What follows belongs to an exercise in optimizing a design on an open flow for small area, a short achievable clock period and few clock cycles; a production flow would make more cautious choices. Function was checked by simulation only, so behaviour that the tests miss may differ from the original. No activity file was given, so power comes from the tool's default toggle rates.

== job 101 ==
// proc
module proc (
    clk, rst,
    imem_addr, imem_rd, imem_rdata,
    dmem_addr, dmem_wdata, dmem_wr, dmem_rd, dmem_rdata,
    wb_en, wb_reg, wb_data, st_en, st_addr, st_data, halt
    );
    input  wire        clk;
    input  wire        rst;
    output wire [15:0] imem_addr;
    output wire        imem_rd;
    input  wire [15:0] imem_rdata;
    output wire [15:0] dmem_addr;
    output wire [15:0] dmem_wdata;
    output wire        dmem_wr;
    output wire        dmem_rd;
    input  wire [15:0] dmem_rdata;
    output wire        wb_en;
    output wire [2:0]  wb_reg;
    output wire [15:0] wb_data;
    output wire        st_en;
    output wire [15:0] st_addr;
    output wire [15:0] st_data;
    output wire        halt;
    function stop_op;
        input [15:0] i;
        begin
            stop_op = (i[15:13] == 3'b001) | (i[15:11] == 5'b00000) |
                      ((i[15:13] == 3'b011) & (i[11] & ~i[12] | i[7]));
        end
    endfunction
    reg  [15:1] fa;               
    reg         issue;            
    reg         l1, l2;           
    reg         iv1, iv2;         
    reg  [1:0]  ib1, ib2;         
    reg         fstop;            
    reg  [15:0] q0, b0, b1, b2;
    reg         qv;               
    reg  [1:0]  bc;               
    reg  [1:0]  rp, wp;           
    reg         mA_E, mA_M1, mA_M2, mA_M3, mB_E, mB_M1, mB_M2, mB_M3;
    reg  [15:1] pcd;              
  ...
Settings: LEC_CHECK=0, ABC_AREA=1, CAP_MARGIN=20, CORE_MARGIN=2, CORE_UTILIZATION=40, SLEW_MARGIN=20; clock period 12.0 ns.
standard.sh (not shown) runs the stock make flow with config.mk's settings and CLKGATE_MAP_FILE= SYNTH_SCRIPT=/design/flow/synth_recipe.tcl, a recipe that flattens the netlist after the stock synthesis.
==> flow/flow/run.sh <==
#!/bin/bash
set -euo pipefail
bash standard.sh SETUP_SLACK_MARGIN=8 finish > make.log 2>&1
The final layout from job 101, which completed every stage, passed the timing, design-rule and antenna checks at the end of the flow.
Testbench counts of job 101, summed over its fixed seeds: cycles 109,283.
Inputs modified between job 101 and job 102:
Settings: an added CTS_CLUSTER_DIAMETER of 90; an added CTS_CLUSTER_SIZE of 30.
Notes after the runs:
Looking at sequential share of layout area, job 102 sits 0.87 points above job 101.
Clock buffer count from CTS down 49% in job 102 wrt job 101
Job 102 ends up with higher critical-path maximum fanout than job 101 does.
Job 102 ended with less leakage power total than job 101.
Compared job 102 vs job 101, and routed wire length on met3 is down in job 102.
Cell count: job 101 and job 102 compared, higher one is job 101
Changes in job 103 relative to job 102:
Settings: CTS_CLUSTER_SIZE now 24, was 30; ABC_AREA no longer set, was 1.
Findings:
Cmp job 103 and job 102 / measured slew at the worst slew-check pin / lower: job 102
Job 103 vs. job 102: global routing usage on met2 climbed 3.3 points, number of buffer and inverter stages on the critical path higher.
### job 103 -> job 104
Settings: setting ABC_AREA to 1 for the first time.
==> flow/flow/run.sh <==
#!/bin/bash
set -euo pipefail
bash standard.sh SETUP_SLACK_MARGIN=8.25 finish > make.log 2>&1
==> comparison <==
Summary of job 104 over job 103: critical path depth now larger; total power rose about 6%; setup slack at placement now larger.
Between job 103 and job 104, the flow reports number of well taps increasing slightly.
For the area growth from synthesis to final layout, job 104 came in 2.2 points lower than job 103 did.
Re clock-buffer cell count: job 104 is 1 down on job 103.
As far as share of synthesized cell area in full adder, half adder and majority cells is concerned, job 104 and job 103 perform about the same.
Job 104 vs. job 103: leakage power has increased, data required time at the worst endpoint has increased, multi-input gate share of total cell area has decreased.


Starting RTL as in the previous note.
clock: 12.0 ns
lec_check: 0
abc_area: 1
cap_margin: 20
core_margin: 2
core_utilization: 40
slew_margin: 20
==> flow/flow/run.sh <==
#!/bin/bash
set -euo pipefail
bash standard.sh SETUP_SLACK_MARGIN=7.5 finish > make.log 2>&1
The first run passed the timing, design-rule and antenna checks.
Testbench counts at the start, summed over its fixed seeds: cycles 109,283.
==> next run, changes <==
==> flow/flow/run.sh (replaced) <==
#!/bin/bash
set -euo pipefail
bash standard.sh SETUP_SLACK_MARGIN=8 finish > make.log 2>&1
Settings changed: CTS_CLUSTER_DIAMETER set to 90, CTS_CLUSTER_SIZE set to 24.
Count of clock-buffer cells in the layout falls by 35.
Total power goes down by 6.5%.
Worst setup slack gains 330 ps.
Sequential share of layout area rose by 0.43 points.
Final area stays flat.
Global-route usage went down by 0.17 points.
Synthesized cell count is unchanged.
Sequential cell count is unchanged.
Combinational power rises by about 4%.
==> next run, changes <==
==> flow/flow/run.sh (replaced) <==
#!/bin/bash
set -euo pipefail
bash standard.sh SETUP_SLACK_MARGIN=8.5 finish > make.log 2>&1
Settings changed: CTS_CLUSTER_DIAMETER 90 to not set, CTS_CLUSTER_SIZE 24 to not set.
After rerunning:
- non-clock buffer count is higher by 109
- sequential share of layout area goes down by 3.3 points
- setup slack improves by 200 ps
- wire length rises by 6.1%
- clock-buffer cell count climbs by 36

## static timing again, ports no longer ideal
How much do the figures lean on ideal ports? The routed layouts below were timed once more, with nothing changed but the port constraints.
Step 1: set_driving_cell puts a clkbuf_16 on clk and a buf_2 on each other input, an assumption about the parent block.
Step 2 adds t to the input delays and takes it off the output delays; t is the mean of the earliest and latest rising clock arrival at the registers after step 1. Input paths then give back, and output paths get back, about the clock's delay inside the block.
Three values: ideal ports, drivers, drivers and shift; two values: the first two.
run | t, ns | setup WS [ns] | clock arrival spread, ns | worst register clock-pin slew, ns
job 101 | 0.657 | 8.009 / 7.949 / 7.641 | 0.023 / 0.023 | 0.06 / 0.06
job 102 | 0.651 | 8.015 / 7.954 / 7.650 | 0.046 / 0.045 | 0.12 / 0.12
job 103 | 0.637 | 7.407 / 7.407 / 7.407 | 0.035 / 0.035 | 0.11 / 0.11
job 104 | 0.654 | 8.220 / 8.213 / 7.636 | 0.032 / 0.032 | 0.11 / 0.11
the first run of note 2 | 0.657 | 7.708 / 7.649 / 7.586 | 0.023 / 0.023 | 0.06 / 0.06
the second run of note 2 | 0.649 | 8.034 / 7.975 / 7.643 | 0.034 / 0.033 | 0.11 / 0.11
the third run of note 2 | 0.658 | 8.235 / 8.235 / 7.764 | 0.018 / 0.018 | 0.07 / 0.07
After both steps every run listed still meets setup and hold. For job 104, which loses most, drivers alone change the setup slack by -0.007 ns; drivers and shift together by -0.584 ns.
